This design comes from an exercise in tuning for small area on the open sky130 flow, not from production work. RTL that was checked went through simulation tests only; none was proved equivalent to the original. Function not checked in run 1: the RTL went through the layout flow alone. The clock cells of run 5 come from the design's own scripts or RTL, not from TritonCTS. The flow treats the clock pin as an ideal source. Dropping or thinning the clock tree relies on that and would not hold on a real chip. No activity file was given, so power comes from the tool's default toggle rates.

**design/flow/config.mk**
```make
export PLATFORM = sky130hd
export DESIGN_NAME = master_port
export DESIGN_NICKNAME = master_port
export VERILOG_FILES = /design/flow/design.v
export SDC_FILE = /design/flow/constraint.sdc
export NUM_CORES = 4
export LEC_CHECK = 0
export CAP_MARGIN = 20
export CORE_MARGIN = 2
export CORE_UTILIZATION = 40
export SLEW_MARGIN = 20
```
**design/flow/constraint.sdc**
```tcl
create_clock -name core_clock -period 5.0 [get_ports {clk}]
set_input_delay 1.0000 -clock core_clock [delete_from_list [all_inputs] [get_ports {clk}]]
set_output_delay 1.0000 -clock core_clock [all_outputs]
set_load 0.01 [all_outputs]
```
**design/flow/design.v**
```verilog
module master_in_port(
	input clk,
	input reset,
	input tx_done,
	input [1:0]instruction,
	input [11:0]burst_num,
	output reg [7:0]data,
	output reg rx_done,
	output reg new_rx,
	input rx_data,
	input slave_valid,
	output master_ready);
reg [3:0] st;
reg [6:0] shift;         
reg [11:0] burst_count;  
wire last = (st == 4'd7);
wire beats_done;
burst_ge BURST_GE(.a(burst_count), .b(burst_num), .ge(beats_done));
assign master_ready = (st[2:0] == 3'd0);
always @(posedge clk)
begin
	shift <= {rx_data, shift[6:1]};
	if (st[3])
		burst_count <= 12'd0;
	else if (last)    
		burst_count <= burst_count + 12'd1;
end
always @(posedge clk or posedge reset)
begin
	if (reset)
	begin
		st <= 4'd8;
		data <= 8'd0;
		rx_done <= 1'b0;
		new_rx <= 1'b0;
	end
	else
	begin
		new_rx <= last;
		rx_done <= last & beats_done;
		if (last)
			data <= {rx_data, shift};
		if (st[3])
		begin
			if (instruction == 2'b11 && tx_done)
				st <= 4'd0;
		end
		else if (st == 4'd0)
		begin
			if (slave_valid)
				st <= 4'd1;
		end
		else if (last)
			st <= beats_done ? 4'd8 : 4'd0;
		else
			st <= st + 4'd1;
	end
end
endmodule
module burst_ge(
	input [11:0] a,
	input [11:0] b,
	output ge);
wire [12:0] c;
assign c[0] = 1'b1;
genvar i;
generate
	for (i = 0; i < 12; i = i + 1)
	begin: chain
		assign c[i+1] = (a[i] & ~b[i]) | (a[i] & c[i]) | (~b[i] & c[i]);
	end
endgenerate
assign ge = c[12];
endmodule
module master_out_port(
	input clk,
	input reset,
	input slave_select,
	input [1:0]instruction,
	input [11:0]address,
	input [7:0]data,
	input [11:0]burst_num,
	input rx_done,
	output tx_done,
	input slave_ready,
	input arbitor_busy,
	input bus_busy,
	input approval_grant,
	output master_ready,
	output approval_request,
	output reg tx_slave_select,
	output master_valid,
	output write_en,
	output read_en,
	output reg tx_address,
	output reg tx_data,
	output reg tx_burst_num);
localparam C_IDLE = 3'b000, C_RW2 = 3'b001, C_TS = 3'b010, C_WAA = 3'b011,
           C_WA = 3'b100, C_WB = 3'b101, C_FIN = 3'b110, C_RW1 = 3'b111;
reg p;
reg [3:0] k;
reg rd;                  
reg [7:0] temp_data;     
reg [11:0] burst_count;
wire grp_a = !p;
wire grp_d = p & !k[3];
wire grp_c = p & k[3];
wire [2:0] c = k[2:0];
wire free = !bus_busy & !arbitor_busy;
wire burst = |burst_num;
wire beats_done;
burst_ge BURST_GE(.a(burst_count), .b(burst_num), .ge(beats_done));
assign master_ready     = grp_c & (c[2:1] == 2'b00);
assign approval_request = grp_c & (c[2:1] == 2'b01);
assign tx_done          = grp_c & (c[2:1] == 2'b11);
assign master_valid     = (grp_a & (k != 4'd0)) | grp_d | tx_done;
wire rw_phase = grp_a & (k == 4'd1 || k == 4'd2);
assign write_en = rw_phase & !rd;
assign read_en  = rw_phase & rd;
wire [15:0] addr_ext = {4'd0, address};
wire [15:0] bn_ext = {3'd0, burst_num, burst};
reg np;
reg [3:0] nk;
always @*
begin
	np = p;
	nk = k;
	if (grp_c)
		case (c)
		C_IDLE: if (instruction[1]) nk = free ? {1'b1, C_TS} : {1'b1, C_WA};
		C_WA, C_WAA: nk = free ? {1'b1, C_TS} : {1'b1, C_WA};
		C_TS: if (bus_busy) nk = {1'b1, C_WB}; else begin np = 1'b0; nk = 4'd0; end
		C_WB: if (!bus_busy) begin np = 1'b0; nk = 4'd0; end
		C_FIN: nk = {1'b1, C_IDLE};
		default: nk = rx_done ? {1'b1, C_IDLE} : {1'b1, C_RW2};
		endcase
	else if (grp_a)
	begin
		if (k == 4'd0)
		begin
			if (approval_grant) nk = 4'd1;
			else if (bus_busy) begin np = 1'b1; nk = {1'b1, C_WAA}; end
		end
		else if (k == 4'd1)
		begin
			if (slave_ready) nk = 4'd2;
		end
		else if (k == 4'd11)
		begin
			if (burst) nk = 4'd12;
			else begin np = 1'b1; nk = {1'b1, instruction[0] ? C_RW1 : C_FIN}; end
		end
		else if (k == 4'd12)
		begin
			np = 1'b1;
			nk = instruction[0] ? {1'b1, C_RW1} : 4'd1;
		end
		else
			nk = k + 4'd1;
	end
	else
	begin
		if (k[2:0] == 3'd1)
		begin
			if (slave_ready) nk = 4'd2;
		end
		else if (k[2:0] == 3'd7)
			nk = beats_done ? {1'b1, C_FIN} : 4'd0;
		else
			nk = k + 4'd1;
	end
end
wire a_go = grp_a & ((k == 4'd0) ? approval_grant : (k == 4'd1) ? slave_ready : 1'b1);
wire ta_en = a_go & (k <= 4'd11);
wire tb_en = a_go;
wire td_en = (a_go & (k <= 4'd7 || k == 4'd12)) | (grp_d & ((k[2:0] == 3'd1) ? slave_ready : 1'b1));
wire [2:0] td_idx = (grp_a & k[3]) ? 3'd0 : k[2:0];
wire ss_en = (grp_c & (c == C_IDLE) & instruction[1] & free) |
             (grp_c & (c == C_WA || c == C_WAA) & free) |
             (grp_c & (c == C_TS)) |
             (grp_a & (k == 4'd0) & !approval_grant & bus_busy);
wire inc = (grp_a & (k == 4'd11)) | (grp_d & (k[2:0] == 3'd7));
always @(posedge clk)
begin
	if (grp_c & (c == C_IDLE))
	begin
		temp_data <= data;
		burst_count <= 12'd0;
	end
	else
	begin
		if (inc)
		begin
			temp_data <= temp_data + 8'd1;
			burst_count <= burst_count + 12'd1;
		end
	end
	if (grp_a & (k == 4'd0) & approval_grant)
		rd <= instruction[0];
end
always @(posedge clk or posedge reset)
begin
	if (reset)
	begin
		p <= 1'b1;
		k <= {1'b1, C_IDLE};
		tx_slave_select <= 1'b0;
		tx_address <= 1'b0;
		tx_data <= 1'b0;
		tx_burst_num <= 1'b0;
	end
	else
	begin
		p <= np;
		k <= nk;
		if (ss_en) tx_slave_select <= slave_select;
		if (ta_en) tx_address <= addr_ext[k];
		if (td_en) tx_data <= temp_data[td_idx];
		if (tb_en) tx_burst_num <= bn_ext[k];
	end
end
endmodule
module master_port #(parameter SLAVE_LEN=2, parameter ADDR_LEN=12, parameter DATA_LEN=8, parameter BURST_LEN=12)(
	input clk,
	input reset,
	input [1:0]instruction,
	input slave_select,
	input [ADDR_LEN-1:0]address,
	input [DATA_LEN-1:0]data_out,
	input [BURST_LEN-1:0]burst_num,
	output [DATA_LEN-1:0]data_in,
	output rx_done,
	output tx_done,
	output new_rx,
	input arbitor_busy,
	input bus_busy,
	input approval_grant,
	output approval_request,
	output tx_slave_select,
	output trans_done,
	input rx_data,
	output tx_address,
	output tx_data,
	output tx_burst_num,
	input slave_valid,
	input slave_ready,
	output master_valid,
	output master_ready,
	output write_en,
	output read_en);
wire master_ready_IN;
wire master_ready_OUT;
assign master_ready = master_ready_IN & master_ready_OUT;
assign trans_done = (instruction == 2'b11) ? rx_done : tx_done;
master_in_port MASTER_IN_PORT(
	.clk(clk),
	.reset(reset),
	.tx_done(tx_done),
	.instruction(instruction),
	.burst_num(burst_num),
	.data(data_in),
	.rx_done(rx_done),
	.new_rx(new_rx),
	.rx_data(rx_data),
	.slave_valid(slave_valid),
	.master_ready(master_ready_IN));
master_out_port MASTER_OUT_PORT(
	.clk(clk),
	.reset(reset),
	.slave_select(slave_select),
	.instruction(instruction),
	.address(address),
	.data(data_out),
	.burst_num(burst_num),
	.rx_done(rx_done),
	.tx_done(tx_done),
	.slave_ready(slave_ready),
	.arbitor_busy(arbitor_busy),
	.bus_busy(bus_busy),
	.approval_grant(approval_grant),
	.master_ready(master_ready_OUT),
	.approval_request(approval_request),
	.tx_slave_select(tx_slave_select),
	.master_valid(master_valid),
	.write_en(write_en),
	.read_en(read_en),
	.tx_address(tx_address),
	.tx_data(tx_data),
	.tx_burst_num(tx_burst_num));
endmodule
```
**design/flow/flow/run.sh**
```bash
#!/bin/bash
# Layout flow: the standard flow (standard synthesis unchanged), with the
# smallest buffer on the ports and a clock tree without dummy loads.
set -uo pipefail
bash standard.sh synth > synth.log 2>&1 || exit 1
bash standard.sh \
  "BUFFER_PORTS_ARGS=-buffer_cell sky130_fd_sc_hd__buf_1" \
  "CTS_ARGS=-sink_clustering_enable -repair_clock_nets -dont_use_dummy_load" \
  finish > finish.log 2>&1 || exit 1
```
**design/flow/standard.sh**
```bash
#!/bin/bash
# synth_recipe.tcl (not shown) runs the flow's synth.tcl, then flattens the netlist and writes it again
# the make line also repeats each setting of config.mk as NAME=value (left out here)
make -C /OpenROAD-flow-scripts/flow DESIGN_CONFIG=/design/flow/config.mk WORK_HOME=/design/flow/orfs CLKGATE_MAP_FILE= SYNTH_SCRIPT=/design/flow/synth_recipe.tcl "${@:-finish}"
```
==> flow_metrics.env, run 1 <==
export IMPL_status="timing/DRC/antenna clean"
export IMPL_setup_viol=0
export IMPL_gp_congestion=0.884
export IMPL_die_h_um=105
export IMPL_hp_class="reg -> reg"
export IMPL_insertion_delay_ns=0.34
export IMPL_critPathLaunchType="register"
export IMPL_wl_per_cell_um=15.7
export IMPL_synth_top_family_by_area="simple AND/OR/NAND/NOR gates"
export IMPL_synth_top_area_share_pct=15.3
export IMPL_holdPathStages=0
export IMPL_ys_warn_count=2
export IMPL_p_int_w=0.00134
export IMPL_grt_overflow_total=0
export IMPL_cts_buffers=9
export IMPL_drive_gt1_share_pct=9.14
export IMPL_initial_core_util_pct=41.3
export IMPL_synth_seq_cells=63
export IMPL_cp_slowest_cell="dfrtp_1"
export IMPL_hpwl_um=7540
export IMPL_switching_share_pct=43.3
export IMPL_track_usage_pct=18.9
export IMPL_synthCells=460
export IMPL_synthXorXnorAreaFrac_pct=5.40
export IMPL_syn2layout_area_growth_pct=10.8
export IMPL_grt_max_degree=40
export IMPL_die_area_mm2=0.0110
export IMPL_cts_tree="done"
export IMPL_die_x_um=105
export IMPL_fin_setup_tns_ns=0
export IMPL_finalNonFillerCells=647
export IMPL_row_count=36
export IMPL_drt_total_wl_um=10100
export IMPL_num_vias=3624
export IMPL_yosys_area_share_simple_pct=21.6
export IMPL_final_util_pct=45.8
export IMPL_port_buffers=63
export IMPL_synth_compound_area_share_pct=19.5
export IMPL_clk_path_buf_depth=2
export IMPL_drtIter0Drc=234
export IMPL_fmaxAchievable_mhz=292
export IMPL_layout_min_cycle_time_ns=3.43
export IMPL_fin_crit_sh_pct=68.6
export IMPL_crit_fanout=18
export IMPL_n_antenna_cell=0
export IMPL_cp_required_ns=4.00
export IMPL_core_mm2=0.00982
export IMPL_cts_clk_slew_worst_paths_ns=0.07
export IMPL_finalHoldViolCount=0
export IMPL_cp_end_kind="primary output"
export IMPL_nets=569
export IMPL_worstPathArrival_ns=2.43
export IMPL_ys_types=76
export IMPL_vias_per_cell=5.60
export IMPL_rsz0062_at_grt="no"
export IMPL_ant_nets=0
export IMPL_synthAdderAreaFrac_pct=4.13
export IMPL_seq_area_frac_synth_pct=36.2
export IMPL_r2r_worst_path_cells=8
export IMPL_timing_max_transition_violations_final=0
export IMPL_worstMarginPinSlew_ns=0.652
export IMPL_cts_root_buf="clkbuf_8"
export IMPL_ctsHoldBuffers=0
export IMPL_grt_pass1_wl_um=17000
export IMPL_yosysMostFrequentCell="nor2_1"
export IMPL_first_pass_iters=5
export IMPL_maxCapViolCount=0
export IMPL_ys_flop_type="dfxtp_1"
export IMPL_fin_skew_ns=0.0274
export IMPL_cts_setup_buffers=0
export IMPL_syn_cell_area_mm2=0.00406
export IMPL_htreeDepth=3
export IMPL_numClockSinks=63
export IMPL_ctsResizeCount=0
export IMPL_p_seq_share_pct=36.8
export IMPL_ir_worst_vdd_uv=255
export IMPL_p_comb_share_pct=49.1
export IMPL_power_density_mw_per_mm2=527
export IMPL_switchingPower_w=0.00103
export IMPL_cp_cell_sequence="inv_1 -> ha_1 -> nor2b_1 -> a21oi_1 -> a2bb2oi_1 -> buf_1"
export IMPL_crit_type="reg -> out"
export IMPL_drcViolationCount=0
export IMPL_synthMuxAreaShare_pct=7.86
export IMPL_placedCellCount=638
export IMPL_grt_pass1_vias=3431
export IMPL_avgSynthCellArea_um2=8.82
export IMPL_antenna_found_initial=0
export IMPL_fin_ws_ns=1.57
export IMPL_power_share_clock_pct=14.1
export IMPL_leakage_nw=1.71
export IMPL_async_flop_share_pct=36.5
export IMPL_synthTopCellsByArea="dfxtp_1 (15%), dfrtp_1 (12%), edfxtp_1 (6.7%)"
export IMPL_slowest_delay_ns=0.75
export IMPL_yosys_area_top_type="dfxtp_1"
export IMPL_dp_slack_ns=1.95
export IMPL_synth_fp_nets=513
export IMPL_slew_headroom_pct=56.5
export IMPL_synth_edff_count=9
export IMPL_ioPinCount=64
export IMPL_synth_commonest_cells="nor2_1 (40), o21ai_0 (39), nand2_1 (37)"
## per-stage QoR
stage | hold slack, ns | area (um^2) | power, W
2_1_floorplan | 0.326 | 4060 | 0.00176
3_3_place_gp | 0.333 | 4370 | 0.00201
3_5_place_dp | 0.338 | 4370 | 0.00203
4_1_cts | 0.352 | 4500 | 0.00238
5_1_grt | 0.360 | 4500 | 0.00256
6_report | 0.349 | 4500 | 0.00237
## final cells by class
cell class              instances  area [um^2]
inverters                      28          105
flip-flops and latches         63         1470
clock buffers                   9          124
fillers                      1009         5320
multi-input cells             348         2370
repair buffers                 66          259
well taps                     133          166
## final timing paths
kind / start / to / slack (ns)
setup / recovery: MASTER_OUT_PORT.k[1] / master_valid / 1.57
hold / removal: MASTER_IN_PORT.shift[1] / MASTER_IN_PORT.shift[0] / 0.35
setup reg to reg: MASTER_OUT_PORT.k[1] / MASTER_OUT_PORT.k[1] / 2.28
hold reg to reg: MASTER_IN_PORT.shift[1] / MASTER_IN_PORT.shift[0] / 0.35
max in group asynchronous: reset / MASTER_OUT_PORT.k[0] / 3.91
min in group asynchronous: reset / MASTER_IN_PORT.data[7] / 0.69
## cell usage in the layout (no fill, tap or decap), types with 4 or more instances in the layout
| cell | Yosys | final |
|---|---|---|
| buf_1 | 0 | 63 |
| nor2_1 | 40 | 40 |
| o21ai_0 | 39 | 39 |
| nand2_1 | 37 | 37 |
| dfxtp_1 | 31 | 31 |
| inv_1 | 28 | 27 |
| a21oi_1 | 24 | 24 |
| dfrtp_1 | 20 | 20 |
| nand3_1 | 16 | 16 |
| xor2_1 | 13 | 13 |
| xnor2_1 | 12 | 12 |
| nand2b_1 | 11 | 11 |
| nor2b_1 | 10 | 10 |
| mux2_2 | 10 | 10 |
| and3_1 | 10 | 10 |
| ha_1 | 10 | 10 |
| edfxtp_1 | 9 | 9 |
| mux2i_1 | 9 | 9 |
| clkbuf_8 | 0 | 9 |
| nor3_1 | 6 | 6 |
| a31oi_1 | 6 | 6 |
| o22ai_1 | 5 | 5 |
| nand4_1 | 5 | 5 |
| or3_1 | 5 | 5 |
| nor3b_1 | 4 | 4 |
| o31ai_1 | 4 | 4 |
| mux4_2 | 4 | 4 |
## registers in the layout (all words and copies together) (netlist names)
signal	flops
MASTER_IN_PORT.burst_count	12
MASTER_OUT_PORT.tx_data	1
MASTER_IN_PORT.rx_done	1
MASTER_OUT_PORT.temp_data	8
MASTER_IN_PORT.st	4
MASTER_OUT_PORT.rd	1
MASTER_IN_PORT.new_rx	1
MASTER_OUT_PORT.p	1
MASTER_IN_PORT.data	8
MASTER_IN_PORT.shift	7
MASTER_OUT_PORT.tx_slave_select	1
MASTER_OUT_PORT.burst_count	12
MASTER_OUT_PORT.tx_address	1
MASTER_OUT_PORT.tx_burst_num	1
MASTER_OUT_PORT.k	4
## routing by layer
| layer | global-route usage, % | share of wire, % |
|---|---|---|
| met1 | 25.2 | 48 |
| met4 | 5.43 | 1.5 |
| met2 | 30.9 | 46 |
| met5 | 0 | 0 |
| met3 | 4.30 | 5.2 |
## critical path, delay by kind of cell (launching register included)
family,cells,cell delay (ns)
AND/OR/NAND/NOR,1,0.20
AO/OA/AOI/OAI,2,0.35
buffers and inverters,2,0.45
adder cells (fa/ha/maj),1,0.36
flip-flops,1,0.75
## power by group through the flow
stage	combinational, W	clock, W	sequential [W]
after detailed placement	0.00115	0	0.000882
after global routing	0.00130	0.000367	0.000899
final	0.00116	0.000334	0.000871
after global placement	0.00114	0	0.000877
after floorplan	0.000956	0	0.000801
after CTS	0.00116	0.000348	0.000873
## logic make-up (layout without fill, tap and decap cells)
logic type	after synthesis	in the layout
adders and majority gates	14	14
xor gates and xnor gates	25	25
AOI/OAI and AO/OA	119	119
and+or+nand+nor	166	166
buffers and inverters	49	103
muxes	24	24
DFF	63	63
==> inputs of run 2 (changes only) <==
--- a/design/flow/design.v
+++ b/design/flow/design.v
@@ -14,15 +14,14 @@
 reg [6:0] shift;         
 reg [11:0] burst_count;  
 wire last = (st == 4'd7);
-wire beats_done;
-burst_ge BURST_GE(.a(burst_count), .b(burst_num), .ge(beats_done));
+wire beats_done = (burst_count >= burst_num);
 assign master_ready = (st[2:0] == 3'd0);
 always @(posedge clk)
 begin
 	shift <= {rx_data, shift[6:1]};
 	if (st[3])
 		burst_count <= 12'd0;
-	else if (last)    
+	else if (last && !beats_done)
 		burst_count <= burst_count + 12'd1;
 end
 always @(posedge clk or posedge reset)
@@ -56,21 +55,6 @@
 			st <= st + 4'd1;
 	end
 end
-endmodule
-module burst_ge(
-	input [11:0] a,
-	input [11:0] b,
-	output ge);
-wire [12:0] c;
-assign c[0] = 1'b1;
-genvar i;
-generate
-	for (i = 0; i < 12; i = i + 1)
-	begin: chain
-		assign c[i+1] = (a[i] & ~b[i]) | (a[i] & c[i]) | (~b[i] & c[i]);
-	end
-endgenerate
-assign ge = c[12];
 endmodule
 module master_out_port(
 	input clk,
@@ -108,8 +92,7 @@
 wire [2:0] c = k[2:0];
 wire free = !bus_busy & !arbitor_busy;
 wire burst = |burst_num;
-wire beats_done;
-burst_ge BURST_GE(.a(burst_count), .b(burst_num), .ge(beats_done));
+wire beats_done = (burst_count >= burst_num);
 assign master_ready     = grp_c & (c[2:1] == 2'b00);
 assign approval_request = grp_c & (c[2:1] == 2'b01);
 assign tx_done          = grp_c & (c[2:1] == 2'b11);
@@ -179,7 +162,7 @@
              (grp_c & (c == C_WA || c == C_WAA) & free) |
              (grp_c & (c == C_TS)) |
              (grp_a & (k == 4'd0) & !approval_grant & bus_busy);
-wire inc = (grp_a & (k == 4'd11)) | (grp_d & (k[2:0] == 3'd7));
+wire inc = (grp_a & (k == 4'd11) & burst) | (grp_d & (k[2:0] == 3'd7) & !beats_done);
 always @(posedge clk)
 begin
 	if (grp_c & (c == C_IDLE))
@@ -190,10 +173,9 @@
 	else
 	begin
 		if (inc)
-		begin
 			temp_data <= temp_data + 8'd1;
+		if ((grp_a & (k == 4'd12)) | (grp_d & (k[2:0] == 3'd0)))
 			burst_count <= burst_count + 12'd1;
-		end
 	end
 	if (grp_a & (k == 4'd0) & approval_grant)
 		rd <= instruction[0];
==> design/flow/run.sh (new file) <==
#!/bin/bash
# synth_recipe.tcl (not shown) runs the flow's synth.tcl, then flattens the netlist and writes it again
# the make line also repeats each setting of config.mk as NAME=value (left out here)
make -C /OpenROAD-flow-scripts/flow DESIGN_CONFIG=/design/flow/config.mk WORK_HOME=/design/flow/orfs CLKGATE_MAP_FILE= SYNTH_SCRIPT=/design/flow/synth_recipe.tcl finish
removed: design/flow/flow/run.sh
removed: design/flow/standard.sh
==> run 2 against run 1 <==
Critical path depth increased by 1; fmax decreased by 16%; die area increased by 5.3%; clock skew decreased by 0.016 ns; non-clock buffer count increased by 2; register-to-register slack got worse by 0.25 ns; sequential power decreased by 6.3%; hold slack improved by 0.0063 ns.
==> flow_metrics.env, run 2 <==
export IMPL_status="timing/DRC/antenna clean"
export IMPL_hp_class="reg -> reg"
export IMPL_rsz0062_at_grt="no"
export IMPL_slew_headroom_pct=50.7
export IMPL_cts_clk_slew_worst_paths_ns=0.09
export IMPL_ctsHoldBuffers=0
export IMPL_power_density_mw_per_mm2=471
export IMPL_grt_pass1_vias=3725
export IMPL_cts_root_buf="clkbuf_8"
export IMPL_row_count=37
export IMPL_ir_worst_vdd_uv=243
export IMPL_num_vias=3959
export IMPL_mostFrequentLayoutCells="clkdlybuf4s50_1 (63), nand2_1 (62), nor2_1 (43)"
export IMPL_async_flop_share_pct=36.5
export IMPL_synth_commonest_cells="nand2_1 (62), nor2_1 (43), a21oi_1 (36)"
export IMPL_ys_types=68
export IMPL_crit_fanout=23
export IMPL_synth_fp_nets=582
export IMPL_fmaxAchievable_mhz=246
export IMPL_clk_path_buf_depth=2
export IMPL_grt_overflow_total=0
export IMPL_fin_setup_tns_ns=0
export IMPL_vias_per_cell=5.65
export IMPL_htreeDepth=3
export IMPL_die_area_mm2=0.0115
export IMPL_drcViolationCount=0
export IMPL_synth_edff_count=9
export IMPL_numClockSinks=63
export IMPL_grt_pass1_wl_um=18800
export IMPL_insertion_delay_ns=0.36
export IMPL_seq_area_frac_synth_pct=34.3
export IMPL_ant_nets=0
export IMPL_wl_per_cell_um=16.7
export IMPL_cp_end_kind="primary output"
export IMPL_critPathLaunchType="register"
export IMPL_gp_congestion=0.929
export IMPL_first_pass_iters=5
export IMPL_core_mm2=0.0104
export IMPL_final_util_pct=50.6
export IMPL_avgSynthCellArea_um2=8.48
export IMPL_yosysMostFrequentCell="nand2_1"
export IMPL_drt_total_wl_um=11700
export IMPL_initial_core_util_pct=41.3
export IMPL_worstPathArrival_ns=3.07
export IMPL_cts_setup_buffers=0
export IMPL_ys_flop_type="dfxtp_1"
export IMPL_finalHoldViolCount=0
export IMPL_die_h_um=107
export IMPL_timing_max_transition_violations_final=0
export IMPL_port_buffers=63
export IMPL_cts_buffers=9
export IMPL_dp_slack_ns=1.32
export IMPL_setup_viol=0
export IMPL_leakage_nw=2.19
export IMPL_synthTopCellsByArea="dfxtp_1 (14%), dfrtp_1 (12%), ha_1 (9.9%)"
export IMPL_worstMarginPinSlew_ns=0.739
export IMPL_layout_min_cycle_time_ns=4.07
export IMPL_nets=637
export IMPL_n_antenna_cell=0
export IMPL_die_x_um=107
export IMPL_track_usage_pct=20.8
export IMPL_synthCells=505
export IMPL_multiInputGateArea_mm2=0.00259
export IMPL_syn_cell_area_mm2=0.00428
export IMPL_cp_required_ns=4.00
export IMPL_fin_crit_sh_pct=81.4
export IMPL_ys_warn_count=2
export IMPL_reg_top3="MASTER_IN_PORT.burst_count (12), MASTER_OUT_PORT.burst_count (12)"
export IMPL_drive_gt1_share_pct=7.79
export IMPL_synth_top_area_share_pct=14.5
export IMPL_cts_tree="done"
export IMPL_yosys_area_top_type="dfxtp_1"
export IMPL_fin_skew_ns=0.0115
export IMPL_nFillCells=993
export IMPL_antenna_found_initial=0
export IMPL_hpwl_um=8560
export IMPL_crit_type="reg -> out"
export IMPL_seqCellArea_mm2=0.00147
export IMPL_final_common_cell="clkdlybuf4s50_1"
export IMPL_syn2layout_area_growth_pct=22.6
export IMPL_maxCapViolCount=0
export IMPL_synth_seq_cells=63
export IMPL_grt_max_degree=27
export IMPL_drtIter0Drc=221
export IMPL_fin_ws_ns=0.929
export IMPL_ioPinCount=64
export IMPL_ctsResizeCount=0
run 2: cell types whose count changed after synthesis, sizes merged, moves of 7 or more:
cell,change
o21ai,-16
ha,+24
xnor2,-10
nand2,+26
buf,-7
a21oi,+12
clkbuf,+10
run 2: worst max-delay path, stage by stage, from the launching register on:
cell             delay, ns
dfrtp_1               0.83
inv_1                 0.22
ha_1                  0.23
buf_4                 0.21
nand2b_1              0.25
o21ai_0               0.15
a22oi_1               0.19
clkdlybuf4s50_1       0.61
run 2: layer usage:
metal  GRT usage [%]  wire [um]  share of wire (%)
met5               0          0                  0
met4            5.04        126                1.1
met3            4.30        663                5.7
met2            34.4       5480                 47
met1            27.8       5410                 46
run 2: power by group:
part | switching, W | leakage (nW) | total (W) | internal (W)
logic | 0.000632 | 1.45 | 0.00115 | 0.000523
registers | 0.000170 | 0.622 | 0.000816 | 0.000646
clock network | 0.000234 | 0.113 | 0.000500 | 0.000267
run 2: final timing paths:
check                                        start                      endpoint  slack (ns)  cells after the start
min in group asynchronous                    reset        MASTER_IN_PORT.data[1]        0.97                      2
hold reg to reg            MASTER_IN_PORT.shift[1]       MASTER_IN_PORT.shift[0]        0.36                      0
max in group asynchronous                    reset          MASTER_OUT_PORT.k[3]        3.48                      3
hold / removal             MASTER_IN_PORT.shift[1]       MASTER_IN_PORT.shift[0]        0.36                      0
setup reg to reg              MASTER_OUT_PORT.k[1]  MASTER_OUT_PORT.temp_data[2]        2.03                      6
setup / recovery              MASTER_OUT_PORT.k[1]                  master_valid        0.93                      7
run 2: cells by family after synthesis:
kind of cell | after synthesis | synth area share [%]
AND/OR/NAND/NOR | 196 | 22.6
buffers and inverters | 55 | 5.06
flip-flops | 63 | 34.3
adder cells (fa/ha/maj) | 34 | 9.94
AO/OA/AOI/OAI | 125 | 19.3
XOR/XNOR | 13 | 2.66
multiplexers | 19 | 6.11
run 2: final cells by class:
class                      count  area share, %
inverter                      31           2.22
sequential                    63           28.0
tap                          136           3.24
clock buffer                  10           2.84
clock inverter                 6           1.41
timing repair buffer          68           12.9
multi-input combinational    387           49.4
run 2: through the flow:
stage | instances | area [um^2] | hold WS, ns | total power [W]
final | 701 | 5250 | 0.355 | 0.00247
after CTS | 700 | 5240 | 0.357 | 0.00246
after global routing | 701 | 5250 | 0.363 | 0.00263
after detailed placement | 684 | 5010 | 0.341 | 0.00196
after floorplan | 505 | 4280 | 0.331 | 0.00157
after global placement | 684 | 5010 | 0.336 | 0.00195
==> inputs of run 3 (changes only) <==
--- a/design/flow/design.v
+++ b/design/flow/design.v
@@ -5,24 +5,25 @@
 	input [1:0]instruction,
 	input [11:0]burst_num,
 	output reg [7:0]data,
-	output reg rx_done,
-	output reg new_rx,
+	output rx_done,
+	output new_rx,
 	input rx_data,
 	input slave_valid,
 	output master_ready);
 reg [3:0] st;
 reg [6:0] shift;         
 reg [11:0] burst_count;  
+wire idle = st[3] & !st[1];
 wire last = (st == 4'd7);
-wire beats_done = (burst_count >= burst_num);
-assign master_ready = (st[2:0] == 3'd0);
+wire beats_done;
+burst_ge BURST_GE(.a(burst_count), .b(burst_num), .ge(beats_done));
+assign master_ready = st[3] | (st[2:0] == 3'd0);
+assign new_rx = st[3] & (st[2] | st[1]);
+assign rx_done = st[3] & st[2];
 always @(posedge clk)
 begin
 	shift <= {rx_data, shift[6:1]};
-	if (st[3])
-		burst_count <= 12'd0;
-	else if (last && !beats_done)
-		burst_count <= burst_count + 12'd1;
+	burst_count <= idle ? 12'd0 : burst_count + {11'd0, last};
 end
 always @(posedge clk or posedge reset)
 begin
@@ -30,31 +31,36 @@
 	begin
 		st <= 4'd8;
 		data <= 8'd0;
-		rx_done <= 1'b0;
-		new_rx <= 1'b0;
 	end
 	else
 	begin
-		new_rx <= last;
-		rx_done <= last & beats_done;
 		if (last)
 			data <= {rx_data, shift};
-		if (st[3])
-		begin
-			if (instruction == 2'b11 && tx_done)
-				st <= 4'd0;
-		end
-		else if (st == 4'd0)
-		begin
-			if (slave_valid)
-				st <= 4'd1;
-		end
+		if (idle)
+			st <= (instruction == 2'b11 && tx_done) ? 4'd0 : 4'd8;
+		else if (st[3] | (st[2:0] == 3'd0))
+			st <= slave_valid ? 4'd1 : 4'd0;
 		else if (last)
-			st <= beats_done ? 4'd8 : 4'd0;
+			st <= beats_done ? 4'd12 : 4'd10;
 		else
 			st <= st + 4'd1;
 	end
 end
+endmodule
+module burst_ge(
+	input [11:0] a,
+	input [11:0] b,
+	output ge);
+wire [12:0] c;
+assign c[0] = 1'b1;
+genvar i;
+generate
+	for (i = 0; i < 12; i = i + 1)
+	begin: chain
+		assign c[i+1] = (a[i] & ~b[i]) | (a[i] & c[i]) | (~b[i] & c[i]);
+	end
+endgenerate
+assign ge = c[12];
 endmodule
 module master_out_port(
 	input clk,
@@ -92,7 +98,8 @@
 wire [2:0] c = k[2:0];
 wire free = !bus_busy & !arbitor_busy;
 wire burst = |burst_num;
-wire beats_done = (burst_count >= burst_num);
+wire beats_done;
+burst_ge BURST_GE(.a(burst_count), .b(burst_num), .ge(beats_done));
 assign master_ready     = grp_c & (c[2:1] == 2'b00);
 assign approval_request = grp_c & (c[2:1] == 2'b01);
 assign tx_done          = grp_c & (c[2:1] == 2'b11);
@@ -162,21 +169,12 @@
              (grp_c & (c == C_WA || c == C_WAA) & free) |
              (grp_c & (c == C_TS)) |
              (grp_a & (k == 4'd0) & !approval_grant & bus_busy);
-wire inc = (grp_a & (k == 4'd11) & burst) | (grp_d & (k[2:0] == 3'd7) & !beats_done);
+wire inc = (grp_a & (k == 4'd11)) | (grp_d & (k[2:0] == 3'd7));
+wire idle = grp_c & (c == C_IDLE);
 always @(posedge clk)
 begin
-	if (grp_c & (c == C_IDLE))
-	begin
-		temp_data <= data;
-		burst_count <= 12'd0;
-	end
-	else
-	begin
-		if (inc)
-			temp_data <= temp_data + 8'd1;
-		if ((grp_a & (k == 4'd12)) | (grp_d & (k[2:0] == 3'd0)))
-			burst_count <= burst_count + 12'd1;
-	end
+	temp_data <= idle ? data : temp_data + {7'd0, inc};
+	burst_count <= idle ? 12'd0 : burst_count + {11'd0, inc};
 	if (grp_a & (k == 4'd0) & approval_grant)
 		rd <= instruction[0];
 end
==> design/flow/flow/run.sh (new file) <==
#!/bin/bash
# Layout flow: the standard flow (standard synthesis unchanged), with the
# smallest buffer on the ports and a clock tree of small buffers without
# dummy loads.
set -uo pipefail
bash standard.sh synth > synth.log 2>&1 || exit 1
bash standard.sh \
  "BUFFER_PORTS_ARGS=-buffer_cell sky130_fd_sc_hd__buf_1" \
  "CTS_ARGS=-sink_clustering_enable -repair_clock_nets -dont_use_dummy_load -buf_list sky130_fd_sc_hd__clkbuf_4" \
  finish > finish.log 2>&1 || exit 1
==> design/flow/standard.sh (new file) <==
#!/bin/bash
# synth_recipe.tcl (not shown) runs the flow's synth.tcl, then flattens the netlist and writes it again
# the make line also repeats each setting of config.mk as NAME=value (left out here)
make -C /OpenROAD-flow-scripts/flow DESIGN_CONFIG=/design/flow/config.mk WORK_HOME=/design/flow/orfs CLKGATE_MAP_FILE= SYNTH_SCRIPT=/design/flow/synth_recipe.tcl "${@:-finish}"
--- a/design/flow/config.mk
+++ b/design/flow/config.mk
@@ -7,5 +7,5 @@
 export LEC_CHECK = 0
 export CAP_MARGIN = 20
 export CORE_MARGIN = 2
-export CORE_UTILIZATION = 40
+export CORE_UTILIZATION = 70
 export SLEW_MARGIN = 20
removed: design/flow/run.sh
==> run 3 against run 2 <==
Critical endpoint unchanged; largest power group unchanged; worst setup slack gained 0.38 ns; clock skew grew 0.022 ns; highest routed layer unchanged; clock power shrank 52%; final area shrank 22%; fmax grew 10%; hold slack lost 0.0043 ns; count of clock-buffer cells in the layout shrank 1; sequential power shrank 2%; utilization grew 28 points; synthesized cell count shrank 8.1%; global-route usage grew 14 points; sequential share of layout area grew 4.8 points.
==> flow_metrics.env, run 3 <==
export IMPL_reg_top3="MASTER_IN_PORT.burst_count (12), MASTER_OUT_PORT.burst_count (12)"
export IMPL_wl_per_cell_um=17.5
export IMPL_numClockSinks=61
export IMPL_cts_setup_buffers=0
export IMPL_async_flop_share_pct=34.4
export IMPL_leakage_nw=1.60
export IMPL_insertion_delay_ns=0.40
export IMPL_cp_cell_sequence="inv_1 -> ha_1 -> nand2b_1 -> nor2_1 -> a21oi_1 -> buf_1"
export IMPL_ant_nets=0
export IMPL_synth_seq_cells=61
export IMPL_mostFrequentLayoutCells="buf_1 (63), nand2_1 (58), nor2_1 (48)"
export IMPL_track_usage_pct=34.7
export IMPL_vias_per_cell=6.39
export IMPL_cp_slowest_cell="dfrtp_1"
export IMPL_synth_commonest_cells="nand2_1 (58), nor2_1 (48), dfxtp_1 (39)"
export IMPL_rsz0062_at_grt="no"
export IMPL_slowest_delay_ns=0.90
export IMPL_cp_end_kind="primary output"
export IMPL_drtIter0Drc=484
export IMPL_seq_area_frac_synth_pct=35.2
export IMPL_crit_type="reg -> out"
export IMPL_final_common_cell="buf_1"
export IMPL_synth_top_area_share_pct=20.5
export IMPL_first_pass_iters=6
export IMPL_place_area_mm2=0.00402
export IMPL_nFillCells=381
export IMPL_synthTopCellsByArea="dfxtp_1 (20%), dfrtp_1 (12%), nand2_1 (5.7%)"
export IMPL_cts_buffers=9
export IMPL_timing_max_transition_violations_final=0
export IMPL_avgSynthCellArea_um2=8.21
export IMPL_fin_setup_tns_ns=0
export IMPL_nets=572
export IMPL_layout_min_cycle_time_ns=3.69
export IMPL_gp_congestion=0.972
export IMPL_maxCapViolCount=0
export IMPL_crit_fanout=21
export IMPL_grt_overflow_total=0
export IMPL_fin_skew_ns=0.0335
export IMPL_num_vias=3731
export IMPL_grt_max_degree=32
export IMPL_hp_class="reg -> reg"
export IMPL_antenna_found_initial=0
export IMPL_ys_warn_count=2
export IMPL_ir_worst_vdd_uv=312
export IMPL_synthCells=464
export IMPL_slew_headroom_pct=36.0
export IMPL_whs_ns=0.351
export IMPL_finalHoldViolCount=0
export IMPL_drt_total_wl_um=10200
export IMPL_fmaxAchievable_mhz=271
export IMPL_ctsResizeCount=0
export IMPL_cts_clk_slew_worst_paths_ns=0.12
export IMPL_cts_root_buf="clkbuf_4"
export IMPL_drive_gt1_share_pct=6.23
export IMPL_power_density_mw_per_mm2=473
export IMPL_syn2layout_area_growth_pct=7.26
export IMPL_die_area_mm2=0.00605
export IMPL_n_antenna_cell=0
export IMPL_ys_flop_type="dfxtp_1"
export IMPL_status="timing/DRC/antenna clean"
export IMPL_cp_required_ns=4.00
export IMPL_fin_crit_sh_pct=73.8
export IMPL_port_buffers=63
export IMPL_htreeDepth=3
export IMPL_synth_edff_count=1
export IMPL_yosys_area_top_type="dfxtp_1"
export IMPL_drcViolationCount=0
export IMPL_grt_pass1_vias=3473
export IMPL_die_x_um=77.8
export IMPL_grt_pass1_wl_um=16600
export IMPL_critPathLaunchType="register"
export IMPL_fin_area_mm2=0.00409
export IMPL_hpwl_um=7490
export IMPL_worstMarginPinSlew_ns=0.961
export IMPL_cts_tree="done"
export IMPL_ctsHoldBuffers=0
export IMPL_clk_path_buf_depth=2
export IMPL_syn_cell_area_mm2=0.00381
export IMPL_worstPathArrival_ns=2.69
export IMPL_setup_viol=0
export IMPL_ys_types=70
export IMPL_synth_fp_nets=520
export IMPL_die_h_um=77.8
export IMPL_ioPinCount=64
export IMPL_core_mm2=0.00517
export IMPL_yosysMostFrequentCell="nand2_1"
export IMPL_row_count=26
export IMPL_initial_core_util_pct=73.7
## run 3: power breakdown
group / total, W / switching (W) / leakage, nW / internal [W]
clock network: 0.000239 / 0.000155 / 0.0414 / 0.0000834
logic: 0.000894 / 0.000512 / 0.967 / 0.000382
registers: 0.000802 / 0.000197 / 0.592 / 0.000604
total: 0.00193 / 0.000865 / 1.60 / 0.00107
## run 3: kinds of logic (layout without fill, tap and decap cells)
logic type / after synthesis / in the layout / synth area share, %
fa+ha+maj: 17 / 17 / 5.42
xor+xnor: 23 / 23 / 5.29
flops: 61 / 61 / 35.2
mux: 14 / 14 / 5.71
compound gates: 109 / 109 / 18.9
simple gates: 185 / 185 / 23.3
buf+inv: 55 / 105 / 6.27
## run 3: layout make-up
class / count / area [um^2] / share of cell area [%]
Timing Repair Buffer: 63 / 236 / 5.79
Tap cell: 70 / 87.6 / 2.14
Multi-Input combinational cell: 348 / 2230 / 54.6
Clock buffer: 9 / 67.6 / 1.65
Sequential cell: 61 / 1340 / 32.8
Inverter: 33 / 124 / 3.03
## run 3: path summary, 6_finish.rpt
| path | from | to | cells after the start | slack, ns |
|---|---|---|---|---|
| max reg2reg | MASTER_OUT_PORT.k[0] | MASTER_OUT_PORT.burst_count[10] | 9 | 1.60 |
| max in group asynchronous | reset | MASTER_OUT_PORT.tx_slave_select | 2 | 3.71 |
| min in group asynchronous | reset | MASTER_IN_PORT.data[4] | 2 | 0.70 |
| max | MASTER_OUT_PORT.k[0] | master_valid | 6 | 1.31 |
| min | MASTER_IN_PORT.shift[4] | MASTER_IN_PORT.shift[3] | 0 | 0.35 |
| min reg2reg | MASTER_IN_PORT.shift[4] | MASTER_IN_PORT.shift[3] | 0 | 0.35 |
## run 3: through the flow
| step | util [%] | instances | power [W] | setup WS [ns] |
|---|---|---|---|---|
| floorplan | - | 464 | 0.00146 | 2.43 |
| global placement | 77.7 | 575 | 0.00164 | 1.84 |
| detailed placement | 77.7 | 575 | 0.00167 | 1.63 |
| CTS | 79.0 | 584 | 0.00190 | 1.34 |
| global route | 79.0 | 584 | 0.00206 | 1.09 |
| finish | 79.0 | 584 | 0.00193 | 1.31 |
## run 3: worst max-delay path, delay by kind of cell, from the launching register on
| family | cells | cell delay [ns] |
|---|---|---|
| AND/OR/NAND/NOR | 2 | 0.36 |
| AO/OA/AOI/OAI | 1 | 0.15 |
| adder cells (fa/ha/maj) | 1 | 0.47 |
| buffers and inverters | 2 | 0.41 |
| flip-flops | 1 | 0.90 |
## run 3: per-layer routing
metal  global-route usage (%)  wire length [um]  vias up
met1                     44.6              4090     1737
li1                         -                 -     1747
met4                     13.9               240        0
met3                     6.63               942       29
met2                     57.3              4980      218
met5                        0                 0        -
==> inputs of run 4 (changes only) <==
==> design/flow/flow/run.sh (replaced) <==
#!/bin/bash
# Layout flow: the standard synthesis unchanged, then its combinational
# logic re-mapped for area (flip-flops kept as synthesized), then the standard flow's
# standard layout with the smallest buffer on the ports and a clock tree
# without dummy loads.
set -uo pipefail
WORK=$(pwd)
R=$WORK/orfs/results/sky130hd/master_port/base
LIB=$FLOW_HOME/platforms/sky130hd/lib/sky130_fd_sc_hd__tt_025C_1v80.lib
YOSYS=${YOSYS_EXE:-$FLOW_HOME/../tools/install/yosys/bin/yosys}
[ -x "$YOSYS" ] || YOSYS=yosys

bash standard.sh synth > synth.log 2>&1 || exit 1

cp $R/1_2_yosys.v $WORK/std_netlist.v
sed -e "s|LIBFILE|$LIB|g" -e "s|NETIN|$WORK/std_netlist.v|" -e "s|NETOUT|$WORK/resyn_netlist.v|" \
    -e "s|ABCFILE|$WORK/flow/resyn.abc|" -e "s|STATIN|$WORK/resyn_stat_in.txt|" \
    -e "s|STATOUT|$WORK/resyn_stat_out.txt|" flow/resyn.ys > resyn_run.ys
if "$YOSYS" -s resyn_run.ys > resyn.log 2>&1 && [ -s resyn_netlist.v ]; then
  cp resyn_netlist.v $R/1_2_yosys.v
  rm -f $R/1_synth.odb $R/1_synth.sdc
fi

bash standard.sh \
  "BUFFER_PORTS_ARGS=-buffer_cell sky130_fd_sc_hd__buf_1" \
  "CTS_ARGS=-sink_clustering_enable -repair_clock_nets -dont_use_dummy_load" \
  finish > finish.log 2>&1 || exit 1
==> design/flow/flow/resyn.abc (new file) <==
strash
&get -n
&st
&dch -f
&nf -R 1000
&put
strash
&get -n
&st
&dch -f
&nf -R 1000
&put
strash
&get -n
&st
&dch -f
&nf -R 1000
&put
==> design/flow/flow/resyn.ys (new file) <==
# Re-map the combinational logic of the standard synthesis netlist for area.
# The flip-flops (and tie cells) stay as they are, with their names and cell
# types; every other cell is read as its liberty function and mapped again.
read_liberty -ignore_miss_func LIBFILE
blackbox sky130_fd_sc_hd__df* sky130_fd_sc_hd__edf* sky130_fd_sc_hd__conb_1
read_verilog NETIN
hierarchy -top master_port
flatten
opt_clean
tee -o STATIN stat -liberty LIBFILE
abc -script ABCFILE -liberty LIBFILE -dont_use sky130_fd_sc_hd__lpflow_bleeder_1 -dont_use sky130_fd_sc_hd__lpflow_clkbufkapwr_1 -dont_use sky130_fd_sc_hd__lpflow_clkbufkapwr_16 -dont_use sky130_fd_sc_hd__lpflow_clkbufkapwr_2 -dont_use sky130_fd_sc_hd__lpflow_clkbufkapwr_4 -dont_use sky130_fd_sc_hd__lpflow_clkbufkapwr_8 -dont_use sky130_fd_sc_hd__lpflow_clkinvkapwr_1 -dont_use sky130_fd_sc_hd__lpflow_clkinvkapwr_16 -dont_use sky130_fd_sc_hd__lpflow_clkinvkapwr_2 -dont_use sky130_fd_sc_hd__lpflow_clkinvkapwr_4 -dont_use sky130_fd_sc_hd__lpflow_clkinvkapwr_8 -dont_use sky130_fd_sc_hd__lpflow_decapkapwr_12 -dont_use sky130_fd_sc_hd__lpflow_decapkapwr_3 -dont_use sky130_fd_sc_hd__lpflow_decapkapwr_4 -dont_use sky130_fd_sc_hd__lpflow_decapkapwr_6 -dont_use sky130_fd_sc_hd__lpflow_decapkapwr_8 -dont_use sky130_fd_sc_hd__lpflow_inputiso0n_1 -dont_use sky130_fd_sc_hd__lpflow_inputiso0p_1 -dont_use sky130_fd_sc_hd__lpflow_inputiso1n_1 -dont_use sky130_fd_sc_hd__lpflow_inputiso1p_1 -dont_use sky130_fd_sc_hd__lpflow_inputisolatch_1 -dont_use sky130_fd_sc_hd__lpflow_isobufsrc_1 -dont_use sky130_fd_sc_hd__lpflow_isobufsrc_16 -dont_use sky130_fd_sc_hd__lpflow_isobufsrc_2 -dont_use sky130_fd_sc_hd__lpflow_isobufsrc_4 -dont_use sky130_fd_sc_hd__lpflow_isobufsrc_8 -dont_use sky130_fd_sc_hd__lpflow_isobufsrckapwr_16 -dont_use sky130_fd_sc_hd__lpflow_lsbuf_lh_hl_isowell_tap_1 -dont_use sky130_fd_sc_hd__lpflow_lsbuf_lh_hl_isowell_tap_2 -dont_use sky130_fd_sc_hd__lpflow_lsbuf_lh_hl_isowell_tap_4 -dont_use sky130_fd_sc_hd__lpflow_lsbuf_lh_isowell_4 -dont_use sky130_fd_sc_hd__lpflow_lsbuf_lh_isowell_tap_1 -dont_use sky130_fd_sc_hd__lpflow_lsbuf_lh_isowell_tap_2 -dont_use sky130_fd_sc_hd__lpflow_lsbuf_lh_isowell_tap_4 -dont_use sky130_fd_sc_hd__probe_p_8 -dont_use sky130_fd_sc_hd__probec_p_8 
opt_clean -purge
hilomap -singleton -hicell sky130_fd_sc_hd__conb_1 HI -locell sky130_fd_sc_hd__conb_1 LO
splitnets
opt_clean -purge
tee -o STATOUT stat -liberty LIBFILE
write_verilog -noattr -nohex -nodec NETOUT
==> run 4 against run 3 <==
Still clean on timing, DRC and antenna; final cell count decreased by 14%; count of clock-buffer cells in the layout unchanged; combinational power decreased by 4.1%; final area decreased by 14%; area after synthesis decreased by 19%; utilization increased by 3.2 points; sequential power increased by 2.7%; clock skew decreased by 0.0026 ns; critical path depth decreased by 1; register-to-register slack improved by 0.09 ns; die area decreased by 18%; worst setup slack improved by 0.34 ns; largest cell class unchanged; highest routed layer unchanged.
==> flow_metrics.env, run 4 <==
export IMPL_status="timing/DRC/antenna clean"
export IMPL_setup_viol=0
export IMPL_drcViolationCount=0
export IMPL_n_antenna_cell=0
export IMPL_fin_setup_tns_ns=0
export IMPL_fin_skew_ns=0.0309
export IMPL_clk_path_buf_depth=2
export IMPL_worstPathArrival_ns=2.35
export IMPL_placedCellCount=494
export IMPL_syn_cell_area_mm2=0.00308
export IMPL_synth_fp_nets=419
export IMPL_hold_end="MASTER_IN_PORT.shift[5]"
export IMPL_ys_warn_count=2
export IMPL_crit_fanout=15
export IMPL_drt_total_wl_um=8400
export IMPL_wl_per_cell_um=16.7
export IMPL_hp_start="MASTER_IN_PORT.shift[6]"
export IMPL_slew_headroom_pct=48.8
export IMPL_htreeDepth=3
export IMPL_r2r_worst_path_cells=12
export IMPL_fin_crit_sh_pct=67.0
export IMPL_die_x_um=70.4
export IMPL_synthCells=376
export IMPL_num_vias=3314
export IMPL_vias_per_cell=6.59
export IMPL_p_comb_share_pct=42.9
export IMPL_critPathLaunchType="register"
export IMPL_cts_tree="done"
export IMPL_switchingPower_w=0.000853
export IMPL_switching_share_pct=42.7
export IMPL_seqCellArea_mm2=0.00134
export IMPL_hpwl_um=6080
export IMPL_nFillCells=306
export IMPL_finalNonFillerCells=503
export IMPL_ioPinCount=64
export IMPL_ctsHoldBuffers=0
export IMPL_fin_ws_ns=1.65
export IMPL_holdPathStages=0
export IMPL_dp_slack_ns=1.84
export IMPL_rsz0062_at_grt="no"
export IMPL_power_density_mw_per_mm2=566
export IMPL_numClockSinks=61
export IMPL_worstReg2RegStart="MASTER_OUT_PORT.k[1]"
export IMPL_hp_class="reg -> reg"
export IMPL_maxCapViolCount=0
export IMPL_reg_top3="MASTER_IN_PORT.burst_count (12), MASTER_OUT_PORT.burst_count (12)"
export IMPL_avgSynthCellArea_um2=8.20
export IMPL_insertion_delay_ns=0.35
export IMPL_drtIter0Drc=324
export IMPL_row_count=24
export IMPL_die_h_um=70.4
export IMPL_reg2reg_setup_slack_ns=1.69
export IMPL_ctsResizeCount=0
export IMPL_first_pass_iters=5
export IMPL_port_buffers=63
export IMPL_die_area_mm2=0.00495
export IMPL_multiInputGateArea_mm2=0.00166
export IMPL_cts_root_buf="clkbuf_8"
export IMPL_final_common_cell="buf_1"
export IMPL_core_mm2=0.00429
export IMPL_cp_end_kind="primary output"
export IMPL_p_int_w=0.00114
export IMPL_ir_worst_vdd_uv=395
export IMPL_cts_clk_slew_worst_paths_ns=0.08
export IMPL_layout_min_cycle_time_ns=3.35
export IMPL_nets=496
export IMPL_finalHoldViolCount=0
export IMPL_power_share_clock_pct=15.9
export IMPL_gp_congestion=0.967
export IMPL_grt_overflow_total=0
export IMPL_mostFrequentLayoutCells="buf_1 (63), a21oi_1 (46), nor2_1 (40)"
export IMPL_grt_pass1_vias=2896
export IMPL_fmaxAchievable_mhz=299
export IMPL_worstReg2RegEnd="MASTER_OUT_PORT.burst_count[10]"
export IMPL_grt_max_degree=26
export IMPL_grt_pass1_wl_um=13600
export IMPL_antenna_found_initial=0
export IMPL_cp_required_ns=4.00
export IMPL_worstMarginPinSlew_ns=0.763
export IMPL_cts_buffers=9
export IMPL_crit_type="reg -> out"
export IMPL_timing_max_transition_violations_final=0
export IMPL_ant_nets=0
export IMPL_leakage_nw=1.32
export IMPL_drive_gt1_share_pct=3.55
export IMPL_syn2layout_area_growth_pct=14.5
export IMPL_track_usage_pct=34.8
export IMPL_initial_core_util_pct=71.8
export IMPL_p_seq_share_pct=41.2
export IMPL_cts_setup_buffers=0
==> run 4: power by group through the flow <==
| stage | logic (W) | registers (W) | clock network, W |
|---|---|---|---|
| finish | 0.000857 | 0.000824 | 0.000318 |
| global route | 0.000953 | 0.000843 | 0.000337 |
| CTS | 0.000837 | 0.000815 | 0.000318 |
| detailed placement | 0.000827 | 0.000824 | 0 |
| global placement | 0.000817 | 0.000813 | 0 |
| floorplan | 0.000559 | 0.000821 | 0 |
==> run 4: layout make-up <==
class | instances | share of cell area, %
multi-input combinational | 293 | 47.0
timing repair buffer | 66 | 7.34
inverter | 22 | 2.34
sequential | 61 | 38.0
tap | 52 | 1.84
clock buffer | 9 | 3.51
==> run 4: how the worst max path moves through the flow <==
stage / cells past startpoint / slack [ns] / end / start
finish: 5 / 1.65 / write_en / MASTER_OUT_PORT.k[0]
global placement: 12 / 2.06 / MASTER_OUT_PORT.burst_count[10] / MASTER_OUT_PORT.k[1]
global route: 12 / 1.43 / MASTER_OUT_PORT.burst_count[10] / MASTER_OUT_PORT.k[1]
detailed placement: 12 / 1.84 / MASTER_OUT_PORT.burst_count[10] / MASTER_OUT_PORT.k[1]
CTS: 5 / 1.73 / write_en / MASTER_OUT_PORT.k[0]
floorplan: 12 / 2.05 / MASTER_OUT_PORT.burst_count[11] / MASTER_OUT_PORT.k[2]
==> run 4: through the flow <==
stage | hold WS, ns | util (%) | power [W] | cell area [um^2]
6_report | 0.353 | 82.2 | 0.00200 | 3530
5_1_grt | 0.357 | 82.2 | 0.00213 | 3530
4_1_cts | 0.348 | 82.2 | 0.00197 | 3530
3_5_place_dp | 0.347 | 79.3 | 0.00165 | 3410
3_3_place_gp | 0.330 | 79.3 | 0.00163 | 3410
2_1_floorplan | 0.327 | - | 0.00138 | 3080
==> run 4: critical path, cell delays in order (launching register included) <==
cell	delay (ns)
dfrtp_1	0.63
clkinv_1	0.23
nor2_1	0.56
nor2_1	0.20
nor3_1	0.22
buf_1	0.17
==> run 4: layer usage <==
layer | wire, um | vias up | global-route usage (%)
met5 | 0 | - | 0
met4 | 195 | 0 | 16.9
met3 | 786 | 23 | 7.65
met2 | 4070 | 198 | 55.8
met1 | 3350 | 1530 | 44.6
li1 | - | 1563 | -
==> inputs of run 5 (changes only) <==
--- a/design/flow/flow/run.sh
+++ b/design/flow/flow/run.sh
@@ -1,8 +1,8 @@
 #!/bin/bash
 # Layout flow: the standard synthesis unchanged, then its combinational
 # logic re-mapped for area (flip-flops kept as synthesized), then the standard flow's
-# standard layout with the smallest buffer on the ports and a clock tree
-# without dummy loads.
+# standard layout with the smallest buffer on the ports and a one-level clock
+# tree (flow/cts_hook.tcl) in place of TritonCTS.
 set -uo pipefail
 WORK=$(pwd)
 R=$WORK/orfs/results/sky130hd/master_port/base
@@ -21,7 +21,9 @@
   rm -f $R/1_synth.odb $R/1_synth.sdc
 fi
 
+export CLKTREE_N=3
+export CLKTREE_BUF=sky130_fd_sc_hd__clkbuf_16
+export PRE_CTS_TCL=$WORK/flow/cts_hook.tcl
 bash standard.sh \
   "BUFFER_PORTS_ARGS=-buffer_cell sky130_fd_sc_hd__buf_1" \
-  "CTS_ARGS=-sink_clustering_enable -repair_clock_nets -dont_use_dummy_load" \
   finish > finish.log 2>&1 || exit 1
==> design/flow/flow/cts_hook.tcl (new file) <==
# Clock tree in place of TritonCTS: the clock port drives CLKTREE_N buffers
# directly, each driving the clock pins of one cluster of flip-flops
# (k-means on their placed locations). All flip-flops sit one buffer from
# the port.
rename clock_tree_synthesis __tritoncts_unused
proc clock_tree_synthesis {args} {
  set nclust $::env(CLKTREE_N)
  set bufcell $::env(CLKTREE_BUF)
  set pins {}
  set pts {}
  foreach p [get_pins -of_objects [get_nets clk] -filter "direction == input"] {
    set loc [[sta::sta_to_db_inst [$p instance]] getLocation]
    lappend pins $p
    lappend pts [list [expr [lindex $loc 0] / 1000.0] [expr [lindex $loc 1] / 1000.0]]
  }
  set n [llength $pts]
  set sorted [lsort -real -index 0 $pts]
  set cs {}
  for {set c 0} {$c < $nclust} {incr c} {
    lappend cs [lindex $sorted [expr int(($c + 0.5) * $n / $nclust)]]
  }
  for {set it 0} {$it < 100} {incr it} {
    set asg {}
    foreach q $pts {
      set best 0
      set bd 1e30
      for {set c 0} {$c < $nclust} {incr c} {
        set d [expr abs([lindex $q 0] - [lindex $cs $c 0]) + abs([lindex $q 1] - [lindex $cs $c 1])]
        if {$d < $bd} { set bd $d; set best $c }
      }
      lappend asg $best
    }
    set ncs {}
    for {set c 0} {$c < $nclust} {incr c} {
      set sx 0; set sy 0; set m 0
      foreach q $pts a $asg {
        if {$a == $c} { set sx [expr $sx + [lindex $q 0]]; set sy [expr $sy + [lindex $q 1]]; incr m }
      }
      if {$m > 0} { lappend ncs [list [expr $sx / $m] [expr $sy / $m]] } else { lappend ncs [lindex $cs $c] }
    }
    set cs $ncs
  }
  for {set c 0} {$c < $nclust} {incr c} {
    set lp {}
    foreach p $pins a $asg { if {$a == $c} { lappend lp $p } }
    if {[llength $lp] == 0} { continue }
    puts "clock tree: buffer $c drives [llength $lp] clock pins around [lindex $cs $c]"
    insert_buffer -buffer_cell $bufcell -net clk -load_pins $lp -location [lindex $cs $c] \
      -buffer_name clkbuf_leaf_$c -net_name clknet_leaf_$c
  }
  foreach net [get_nets clknet_leaf_*] { [sta::sta_to_db_net $net] setSigType CLOCK }
  [sta::sta_to_db_net [get_nets clk]] setSigType CLOCK
  set_propagated_clock [all_clocks]
}
==> design/flow/flow/resyn.abc (replaced) <==
strash
&get -n
&st
&deepsyn -T 20
&dch -f
&nf -R 1000
&put
==> run 5 against run 4 <==
Area after synthesis fell by 5.0%; clock skew fell by 0.010 ns; critical path depth rose by 7; first-iteration DRC count fell by 22%; sequential power fell by 2.7%; sequential share of layout area rose by 2.5 points; final cell count fell by 4.8%; fmax fell by 4.8%; largest cell class unchanged.
==> flow_metrics.env, run 5 <==
export IMPL_status="timing/DRC/antenna clean"
export IMPL_num_vias=3032
export IMPL_drtIter0Drc=252
export IMPL_cp_end_kind="register"
export IMPL_grt_max_degree=27
export IMPL_power_w=0.00174
export IMPL_final_common_cell="buf_1"
export IMPL_fin_skew_ns=0.0206
export IMPL_crit_fanout=17
export IMPL_grt_pass1_vias=2600
export IMPL_cts_setup_buffers=0
export IMPL_hp_class="reg -> reg"
export IMPL_switchingPower_w=0.000713
export IMPL_cp_required_ns=5.09
export IMPL_ys_warn_count=2
export IMPL_port_buffers=63
export IMPL_p_seq_share_pct=46.2
export IMPL_nets=474
export IMPL_synthCells=363
export IMPL_antenna_found_initial=0
export IMPL_setup_viol=0
export IMPL_worstPathArrival_ns=3.61
export IMPL_initial_core_util_pct=73.2
export IMPL_die_area_mm2=0.00472
export IMPL_ctsResizeCount=0
export IMPL_drive_gt1_share_pct=1.63
export IMPL_synth_fp_nets=406
export IMPL_finalHoldViolCount=0
export IMPL_hpwl_um=5500
export IMPL_whs_ns=0.353
export IMPL_die_x_um=68.7
export IMPL_nFillCells=273
export IMPL_drcViolationCount=0
export IMPL_reg_top3="MASTER_IN_PORT.burst_count (12), MASTER_OUT_PORT.burst_count (12)"
export IMPL_die_h_um=68.7
export IMPL_leakage_nw=1.28
export IMPL_seqCellArea_mm2=0.00134
export IMPL_insertion_delay_ns=0.16
export IMPL_switching_share_pct=41.0
export IMPL_crit_type="reg -> reg"
export IMPL_power_density_mw_per_mm2=524
export IMPL_maxCapViolCount=0
export IMPL_ir_worst_vdd_uv=396
export IMPL_final_util_pct=82.9
export IMPL_core_mm2=0.00400
export IMPL_syn_cell_area_mm2=0.00293
export IMPL_ioPinCount=64
export IMPL_ant_nets=0
export IMPL_wl_per_cell_um=15.2
export IMPL_layout_min_cycle_time_ns=3.52
export IMPL_drt_total_wl_um=7270
export IMPL_cts_clk_slew_worst_paths_ns=0.09
export IMPL_holdPathStages=0
export IMPL_avgSynthCellArea_um2=8.07
export IMPL_slew_headroom_pct=35.7
export IMPL_timing_max_transition_violations_final=0
export IMPL_gp_congestion=0.922
export IMPL_power_share_clock_pct=13.1
export IMPL_ctsHoldBuffers=0
export IMPL_fmaxAchievable_mhz=284
export IMPL_track_usage_pct=31.4
export IMPL_fin_setup_tns_ns=0
export IMPL_p_comb_share_pct=40.7
export IMPL_row_count=23
export IMPL_grt_pass1_wl_um=11600
export IMPL_critPathLaunchType="register"
export IMPL_rsz0062_at_grt="no"
export IMPL_p_int_w=0.00102
export IMPL_r2r_worst_path_cells=12
export IMPL_grt_overflow_total=0
export IMPL_fin_crit_sh_pct=70.3
export IMPL_worstMarginPinSlew_ns=0.962
export IMPL_syn2layout_area_growth_pct=13.2
export IMPL_n_antenna_cell=0
export IMPL_mostFrequentLayoutCells="buf_1 (63), nand2_1 (59), dfxtp_1 (39), nor2_1 (39), a21oi_1 (32)"
export IMPL_first_pass_iters=6
export IMPL_multiInputGateArea_mm2=0.00152
export IMPL_vias_per_cell=6.33
-- run 5: metal layers --
layer | vias to the layer above | part of all wire (%) | global-route usage [%]
met1 | 1387 | 41 | 42.2
met2 | 166 | 49 | 56.7
met4 | 0 | 1.7 | 5.50
li1 | 1456 | - | -
met5 | - | 0 | 0
met3 | 23 | 8.3 | 1.30
-- run 5: path summary, 6_finish.rpt --
| check | startpoint | endpoint | slack (ns) |
|---|---|---|---|
| max reg2reg | MASTER_OUT_PORT.k[2] | MASTER_OUT_PORT.burst_count[11] | 1.48 |
| max in group asynchronous | reset | MASTER_IN_PORT.st[3] | 3.77 |
| min reg2reg | MASTER_IN_PORT.shift[5] | MASTER_IN_PORT.shift[4] | 0.35 |
| min | MASTER_IN_PORT.shift[5] | MASTER_IN_PORT.shift[4] | 0.35 |
| max | MASTER_OUT_PORT.k[2] | MASTER_OUT_PORT.burst_count[11] | 1.48 |
| min in group asynchronous | reset | MASTER_OUT_PORT.tx_address | 0.86 |
-- run 5: layout make-up, clock buffers not listed --
type	instances	share of cell area (%)
flip-flops and latches	61	40.4
inverters	21	2.38
multi-input cells	281	45.9
well taps	50	1.89
repair buffers	63	7.13
-- run 5: through the flow --
| stage | std cells | setup WS (ns) | cell area (um^2) |
|---|---|---|---|
| floorplan | 363 | 2.06 | 2930 |
| global placement | 476 | 1.75 | 3230 |
| detailed placement | 476 | 1.62 | 3230 |
| CTS | 479 | 1.56 | 3310 |
| global route | 479 | 1.13 | 3310 |
| finish | 479 | 1.48 | 3310 |
-- run 5: critical path: stages (launching register included) --
cell	delay [ns]
dfrtp_1	0.56
nand2b_1	0.27
or2_0	0.23
o21ai_0	0.40
and2_0	0.30
and3_1	0.22
and2_0	0.26
and3_1	0.23
and2_0	0.25
and3_1	0.26
and3_1	0.24
o21ai_0	0.10
a21oi_1	0.14
-- run 5: power groups by stage --
| stage | registers (W) | clock network, W | logic, W |
|---|---|---|---|
| 3_3_place_gp | 0.000797 | 0 | 0.000669 |
| 4_1_cts | 0.000798 | 0.000226 | 0.000697 |
| 6_report | 0.000802 | 0.000227 | 0.000708 |
| 2_1_floorplan | 0.000791 | 0 | 0.000483 |
| 5_1_grt | 0.000831 | 0.000240 | 0.000797 |
| 3_5_place_dp | 0.000807 | 0 | 0.000690 |

==> static timing again, ports no longer ideal <==
The flow's constraints put no driver on any port. The routed layouts listed below were extracted and timed again, unchanged, in two steps.
Step 1 sets driving cells, clkbuf_16 on the clock port and buf_2 on the other inputs (assumed; they add their load-dependent delay and slew).
Step 2 moves the port delays by t, midway between the first and last clock arrival at a register: inputs arrive t later, outputs are due t later. That takes back most of the time a late clock gives input paths.
a / b / c = ideal ports / drivers / drivers and shift; a / b = the first two.
run | t, ns | setup WS [ns] | slew at the worst register clock pin (ns)
run 1 | 0.351 | 1.570 / 1.541 / 1.892 | 0.08 / 0.08
run 2 | 0.384 | 0.929 / 0.895 / 1.245 | 0.09 / 0.09
run 3 | 0.424 | 1.310 / 1.279 / 1.604 | 0.12 / 0.12
run 4 | 0.364 | 1.652 / 1.627 / 1.687 | 0.08 / 0.08
run 5 | 0.202 | 1.483 / 1.483 / 1.483 | 0.09 / 0.09
After both steps every run listed still meets setup and hold.
